From an optimization exercise on the open Yosys and OpenROAD flow, aimed at small area and a short achievable clock period; shortcuts taken in it are not production practice. At most, simulation tests tie the RTL to the original design; equivalence was not proved. Power is estimated from default activity; no workload was simulated.

==> flow/design.v <==
module fp_add (
  input  logic        clk,
  input  logic        rst,
  input  logic        in_vld,
  input  logic [31:0] a,
  input  logic [31:0] b,
  output logic        sum_vld,
  output logic [31:0] sum
);
  localparam bit CUT1 = 1;   
  localparam bit CUT2 = 1;   
  localparam bit CUT3 = 1;   
  localparam bit CUT4 = 1;   
  localparam bit CUT5 = 1;   
  function automatic logic lt32(input logic [31:0] xa, input logic [31:0] ya);
    logic [31:0] g, e;
    integer w, i;
    g = ~xa & ya;
    e = ~(xa ^ ya);
    for (w = 1; w < 32; w = w * 2)
      for (i = 0; i + w < 32; i = i + 2 * w) begin
        g[i] = g[i + w] | (e[i + w] & g[i]);
        e[i] = e[i + w] & e[i];
      end
    lt32 = g[0];
  endfunction
  function automatic logic [7:0] sub8(input logic [7:0] xa, input logic [7:0] ya);
    logic [8:0] g, p;
    logic [7:0] h;
    integer w, i;
    h = xa ^ ~ya;
    g = {xa & ~ya, 1'b1};
    p = {h, 1'b0};
    for (w = 1; w < 9; w = w * 2)
      for (i = 8; i >= 0; i--)
        if ((i / w) % 2 == 1) begin
          g[i] = g[i] | (p[i] & g[(i / w) * w - 1]);
          p[i] = p[i] & p[(i / w) * w - 1];
        end
    sub8 = h ^ g[7:0];
  endfunction
  function automatic logic [24:0] psum25(input logic [24:0] gi, input logic [24:0] pi,
                                         input logic ci);
    logic [25:0] g, p;
    integer w, i;
    g = {gi, ci};
    p = {pi, 1'b0};
    for (w = 1; w < 26; w = w * 2)
      for (i = 25; i >= 0; i--)
        if ((i / w) % 2 == 1) begin
          g[i] = g[i] | (p[i] & g[(i / w) * w - 1]);
          p[i] = p[i] & p[(i / w) * w - 1];
        end
    psum25 = pi ^ g[24:0];
  endfunction
  logic        swap, sub, ls;
  logic [31:0] x, y;
  logic [8:0]  dab, dba;
  logic [7:0]  dd;
  assign dab  = {1'b0, a[30:23]} - {1'b0, b[30:23]};
  assign dba  = {1'b0, b[30:23]} - {1'b0, a[30:23]};
  assign swap = lt32({24'd0, a[30:23]}, {24'd0, b[30:23]});
  assign x    = swap ? b : a;
  assign y    = swap ? a : b;
  assign dd   = dab[8] ? dba[7:0] : dab[7:0];
  assign sub  = a[31] ^ b[31];
  assign ls   = sub & (a[30:23] == b[30:23]) & lt32({9'd0, a[22:0]}, {9'd0, b[22:0]});
  logic        v1, s1, sub1, ls1, far1;
  logic [7:0]  e1;
  logic [22:0] mx1, my1;
  logic [4:0]  d1;
  if (CUT1) begin : g_cut1
    always_ff @(posedge clk) begin
      if (rst) v1 <= 1'b0;
      else     v1 <= in_vld;
      s1   <= ls ? b[31] : x[31];
      e1   <= x[30:23];
      mx1  <= x[22:0];
      my1  <= y[22:0];
      d1   <= dd[4:0];
      far1 <= dd[7:5] != 3'd0;
      sub1 <= sub;
      ls1  <= ls;
    end
  end else begin : g_nocut1
    assign v1   = in_vld;
    assign s1   = ls ? b[31] : x[31];
    assign e1   = x[30:23];
    assign mx1  = x[22:0];
    assign my1  = y[22:0];
    assign d1   = dd[4:0];
    assign far1 = dd[7:5] != 3'd0;
    assign sub1 = sub;
    assign ls1  = ls;
  end
  logic [23:0] ys;
  logic [24:0] xo, yo, gg, pp;
  assign ys = far1 ? 24'd0 : ({1'b1, my1} >> d1);
  assign xo = {2'b01, mx1} ^ {25{ls1}};
  assign yo = {1'b0, ys} ^ {25{sub1 & ~ls1}};
  assign gg = xo & yo;
  assign pp = xo ^ yo;
  logic        v2, s2, c2;
  logic [7:0]  e2;
  logic [24:0] g2, p2;
  if (CUT2) begin : g_cut2
    always_ff @(posedge clk) begin
      if (rst) v2 <= 1'b0;
      else     v2 <= v1;
      s2 <= s1;
      e2 <= e1;
      g2 <= gg;
      p2 <= pp;
      c2 <= sub1;
    end
  end else begin : g_nocut2
    assign v2 = v1;
    assign s2 = s1;
    assign e2 = e1;
    assign g2 = gg;
    assign p2 = pp;
    assign c2 = sub1;
  end
  logic [24:0] u;
  assign u = psum25(g2, p2, c2);
  logic        v3, s3;
  logic [7:0]  e3;
  logic [24:0] u3;
  if (CUT3) begin : g_cut3
    always_ff @(posedge clk) begin
      if (rst) v3 <= 1'b0;
      else     v3 <= v2;
      s3 <= s2;
      e3 <= e2;
      u3 <= u;
    end
  end else begin : g_nocut3
    assign v3 = v2;
    assign s3 = s2;
    assign e3 = e2;
    assign u3 = u;
  end
  logic [24:0] n1, n2, n3;
  logic [2:0]  lzh;
  logic [3:0] z4;
  assign lzh[2] = u3[24:9] == 16'd0;
  assign lzh[1] = lzh[2] ? u3[8:1] == 8'd0 : u3[24:17] == 8'd0;
  assign z4     = {u3[24:21] == 4'd0, u3[16:13] == 4'd0, u3[8:5] == 4'd0, !u3[0]};
  assign lzh[0] = z4[~lzh[2:1]];
  assign n1     = lzh[2] ? {u3[8:0], 16'd0} : u3;
  assign n2     = lzh[1] ? {n1[16:0], 8'd0} : n1;
  assign n3     = lzh[0] ? {n2[20:0], 4'd0} : n2;
  logic        v4, s4;
  logic [7:0]  e4;
  logic [2:0]  lzh4;
  logic [24:0] n34;
  if (CUT4) begin : g_cut4
    always_ff @(posedge clk) begin
      if (rst) v4 <= 1'b0;
      else     v4 <= v3;
      s4  <= s3;
      e4   <= e3 + 8'd1;
      lzh4 <= lzh;
      n34  <= n3;
    end
  end else begin : g_nocut4
    assign v4  = v3;
    assign s4  = s3;
    assign e4   = e3 + 8'd1;
    assign lzh4 = lzh;
    assign n34  = n3;
  end
  logic [24:0] n4, n5;
  logic [1:0]  lzl;
  assign lzl[1] = n34[24:23] == 2'd0;
  assign n4     = lzl[1] ? {n34[22:0], 2'd0} : n34;
  assign lzl[0] = !n4[24];
  assign n5     = lzl[0] ? {n4[23:0], 1'b0} : n4;
  logic        nz;
  logic [31:0] res;
  assign nz  = n5[24];
  assign res = {s4 & nz, sub8(e4, {3'd0, lzh4, lzl}) & {8{nz}}, n5[23:1]};
  if (CUT5) begin : g_cut5
    always_ff @(posedge clk) begin
      if (rst) sum_vld <= 1'b0;
      else     sum_vld <= v4;
      sum <= res;
    end
  end else begin : g_nocut5
    assign sum_vld = v4;
    assign sum     = res;
  end
endmodule
export LEC_CHECK = 0
export ABC_AREA = 1
export CAP_MARGIN = 20
export CORE_MARGIN = 2
export CORE_UTILIZATION = 40
export CTS_BUF_LIST = sky130_fd_sc_hd__clkbuf_4 sky130_fd_sc_hd__clkbuf_8
export CTS_CLUSTER_DIAMETER = 50
export CTS_CLUSTER_SIZE = 16
export PLACE_DENSITY = 0.6
export SETUP_SLACK_MARGIN = 1.6
export SLEW_MARGIN = 20
create_clock -name core_clock -period 3.5 [get_ports {clk}]
standard.sh (not shown) runs the stock make flow with config.mk's settings and CLKGATE_MAP_FILE= SYNTH_SCRIPT=/design/flow/synth_recipe.tcl, a recipe that flattens the netlist after the stock synthesis.
==> flow/flow/run.sh <==
#!/bin/bash
# The standard layout, with the ports buffered by the smallest plain buffer
# (buf_1) instead of the delay buffer ORFS picks by default.
set -euo pipefail
bash standard.sh BUFFER_PORTS_ARGS="-buffer_cell sky130_fd_sc_hd__buf_1" finish > standard.log 2>&1
Then changed:
--- a/flow/design.v
+++ b/flow/design.v
@@ -13,31 +13,16 @@
   localparam bit CUT4 = 1;   
   localparam bit CUT5 = 1;   
   function automatic logic lt32(input logic [31:0] xa, input logic [31:0] ya);
-    logic [31:0] g, e;
+    logic [31:0] g, k;
     integer w, i;
-    g = ~xa & ya;
-    e = ~(xa ^ ya);
+    g = ~xa & ya;   
+    k = ~xa | ya;   
     for (w = 1; w < 32; w = w * 2)
       for (i = 0; i + w < 32; i = i + 2 * w) begin
-        g[i] = g[i + w] | (e[i + w] & g[i]);
-        e[i] = e[i + w] & e[i];
+        g[i] = g[i + w] | (k[i + w] & g[i]);
+        k[i] = k[i + w] & k[i];
       end
     lt32 = g[0];
-  endfunction
-  function automatic logic [7:0] sub8(input logic [7:0] xa, input logic [7:0] ya);
-    logic [8:0] g, p;
-    logic [7:0] h;
-    integer w, i;
-    h = xa ^ ~ya;
-    g = {xa & ~ya, 1'b1};
-    p = {h, 1'b0};
-    for (w = 1; w < 9; w = w * 2)
-      for (i = 8; i >= 0; i--)
-        if ((i / w) % 2 == 1) begin
-          g[i] = g[i] | (p[i] & g[(i / w) * w - 1]);
-          p[i] = p[i] & p[(i / w) * w - 1];
-        end
-    sub8 = h ^ g[7:0];
   endfunction
   function automatic logic [24:0] psum25(input logic [24:0] gi, input logic [24:0] pi,
                                          input logic ci);
@@ -176,10 +161,18 @@
   assign n4     = lzl[1] ? {n34[22:0], 2'd0} : n34;
   assign lzl[0] = !n4[24];
   assign n5     = lzl[0] ? {n4[23:0], 1'b0} : n4;
+  logic [7:0] ea;
+  logic [5:0] eu;
+  logic [2:0] el;
+  logic [7:0] ef;
+  assign ea = {e4[7:2] - {3'd0, lzh4}, e4[1:0]};
+  assign eu = ea[7:2] - 6'd1;
+  assign el = {1'b0, ea[1:0]} - {1'b0, lzl};
+  assign ef = {el[2] ? eu : ea[7:2], el[1:0]};
   logic        nz;
   logic [31:0] res;
   assign nz  = n5[24];
-  assign res = {s4 & nz, sub8(e4, {3'd0, lzh4, lzl}) & {8{nz}}, n5[23:1]};
+  assign res = {s4 & nz, ef & {8{nz}}, n5[23:1]};
   if (CUT5) begin : g_cut5
     always_ff @(posedge clk) begin
       if (rst) sum_vld <= 1'b0;
Result:
- The new run passed the timing, design-rule and antenna checks
- register-to-register slack got worse by 90 ps
- first-iteration DRC count grows by 2.7%
- worst hold slack improved by 20 ps
- sequential share of layout area shrinks by 2.5 points
- synthesized cell count grows by 2.1%
- power grows by 3.0%
- cell area grows by 7.4%
- synthesized area shrinks by 0.44%
- non-clock buffer count grows by 24
No functional check of the RTL was part of the second run of this note.


Setup of the previous run:
Starts from the design.v that is shown in full above.
Settings: LEC_CHECK=0, ABC_AREA=1, CAP_MARGIN=20, CORE_MARGIN=2, CORE_UTILIZATION=40, CTS_CLUSTER_DIAMETER=80, CTS_CLUSTER_SIZE=30, PLACE_DENSITY=0.6, SETUP_SLACK_MARGIN=1.3, SLEW_MARGIN=20; clock period 3.5 ns.
Scripts as last shown in full above: flow/flow/run.sh
Inputs modified between the previous run and the current run:
-- flow/design.v --
<<< the previous run, line 25
    lt32 = g[0];
  endfunction
  function automatic logic [7:0] sub8(input logic [7:0] xa, input logic [7:0] ya);
    logic [8:0] g, p;
    logic [7:0] h;
    integer w, i;
    h = xa ^ ~ya;
    g = {xa & ~ya, 1'b1};
    p = {h, 1'b0};
    for (w = 1; w < 9; w = w * 2)
      for (i = 8; i >= 0; i--)
        if ((i / w) % 2 == 1) begin
          g[i] = g[i] | (p[i] & g[(i / w) * w - 1]);
          p[i] = p[i] & p[(i / w) * w - 1];
        end
    sub8 = h ^ g[7:0];
  endfunction
  function automatic logic [24:0] psum25(input logic [24:0] gi, input logic [24:0] pi,
                                         input logic ci);
>>> the current run, line 25
    lt32 = g[0];
  endfunction
  function automatic logic [24:0] psum25(input logic [24:0] gi, input logic [24:0] pi,
                                         input logic ci);
<<< the previous run, line 60
  assign dab  = {1'b0, a[30:23]} - {1'b0, b[30:23]};
  assign dba  = {1'b0, b[30:23]} - {1'b0, a[30:23]};
  assign swap = lt32({24'd0, a[30:23]}, {24'd0, b[30:23]});
  assign x    = swap ? b : a;
  assign y    = swap ? a : b;
  assign dd   = dab[8] ? dba[7:0] : dab[7:0];
  assign sub  = a[31] ^ b[31];
  assign ls   = sub & (a[30:23] == b[30:23]) & lt32({9'd0, a[22:0]}, {9'd0, b[22:0]});
>>> the current run, line 45
  assign dab  = {1'b0, a[30:23]} - {1'b0, b[30:23]};
  assign dba  = {1'b0, b[30:23]} - {1'b0, a[30:23]};
  assign swap = dab[8];
  assign x    = swap ? b : a;
  assign y    = swap ? a : b;
  assign dd   = swap ? dba[7:0] : dab[7:0];
  assign sub  = a[31] ^ b[31];
  assign ls   = sub & (a[30:23] == b[30:23]) & lt32({9'd0, a[22:0]}, {9'd0, b[22:0]});
<<< the previous run, line 143
  logic [24:0] n1, n2, n3;
  logic [2:0]  lzh;
  logic [3:0] z4;
  assign lzh[2] = u3[24:9] == 16'd0;
  assign lzh[1] = lzh[2] ? u3[8:1] == 8'd0 : u3[24:17] == 8'd0;
  assign z4     = {u3[24:21] == 4'd0, u3[16:13] == 4'd0, u3[8:5] == 4'd0, !u3[0]};
  assign lzh[0] = z4[~lzh[2:1]];
  assign n1     = lzh[2] ? {u3[8:0], 16'd0} : u3;
  assign n2     = lzh[1] ? {n1[16:0], 8'd0} : n1;
  assign n3     = lzh[0] ? {n2[20:0], 4'd0} : n2;
  logic        v4, s4;
>>> the current run, line 128
  logic [24:0] n1, n2, n3;
  logic [2:0]  lzh;
  assign lzh[2] = u3[24:9] == 16'd0;
  assign n1     = lzh[2] ? {u3[8:0], 16'd0} : u3;
  assign lzh[1] = n1[24:17] == 8'd0;
  assign n2     = lzh[1] ? {n1[16:0], 8'd0} : n1;
  assign lzh[0] = n2[24:21] == 4'd0;
  assign n3     = lzh[0] ? {n2[20:0], 4'd0} : n2;
  logic        v4, s4;
<<< the previous run, line 180
  logic [31:0] res;
  assign nz  = n5[24];
  assign res = {s4 & nz, sub8(e4, {3'd0, lzh4, lzl}) & {8{nz}}, n5[23:1]};
  if (CUT5) begin : g_cut5
    always_ff @(posedge clk) begin
>>> the current run, line 163
  logic [31:0] res;
  assign nz  = n5[24];
  assign res = {s4 & nz, (e4 - {3'd0, lzh4, lzl}) & {8{nz}}, n5[23:1]};
  if (CUT5) begin : g_cut5
    always_ff @(posedge clk) begin
### Flow results
Reported for the previous run and the current run, H-tree depth reported by CTS turned out identical to the last digit.
Compared with the previous run, in the current run total core area lost about 0.8%; number of remaining DRC errors was more or less identical; average wire per cell in the routed design down about 2.5%; non-clock buffer count shows an increase of 9; placed cell count now smaller.
The current run: clock-cell share of area 0.26 points below the previous run
Worst setup slack for the current run is lower than for the previous run.
Delta (the current run minus the previous run): detailed route wirelength on metal2 lower; count of cells resized by post-cts repair higher; clock-buffer cell count higher.
Across both runs, routed metal-1 wirelength was lower for the current run than for the previous run.
In the flow results for the previous run and the current run, the clock tree skew after final layout is larger on the previous run.
Comparing the previous run and the current run, the lower minimum clock period is on the previous run.

## port drivers added, routing unchanged
Ports are ideal in the flow. The routed layouts listed here were re-timed in OpenROAD.
Step 1 assumes that a clkbuf_16 drives the clock port and a buf_2 every other input.
Step 2, shift: input delay + t, output delay - t, t = (earliest + latest rising clock arrival at the registers) / 2. This alone moves slack from input paths to output paths.
Three values: ideal ports, drivers, drivers and shift; two values: the first two.
| run | t, ns | setup WS [ns] | latest minus earliest clock arrival (ns) |
|---|---|---|---|
| the first run of note 1 | 0.603 | 1.554 / 1.554 / 1.051 | 0.017 / 0.017 |
| the second run of note 1 | 0.588 | 1.467 / 1.457 / 0.869 | 0.037 / 0.036 |
| the previous run | 0.532 | 1.383 / 1.408 / 0.876 | 0.046 / 0.046 |
| the current run | 0.526 | 1.338 / 1.338 / 0.902 | 0.019 / 0.019 |
After both steps every run listed still meets setup and hold. For the second run of note 1, which loses most, drivers alone change the setup slack by -0.010 ns; drivers and shift together by -0.598 ns.
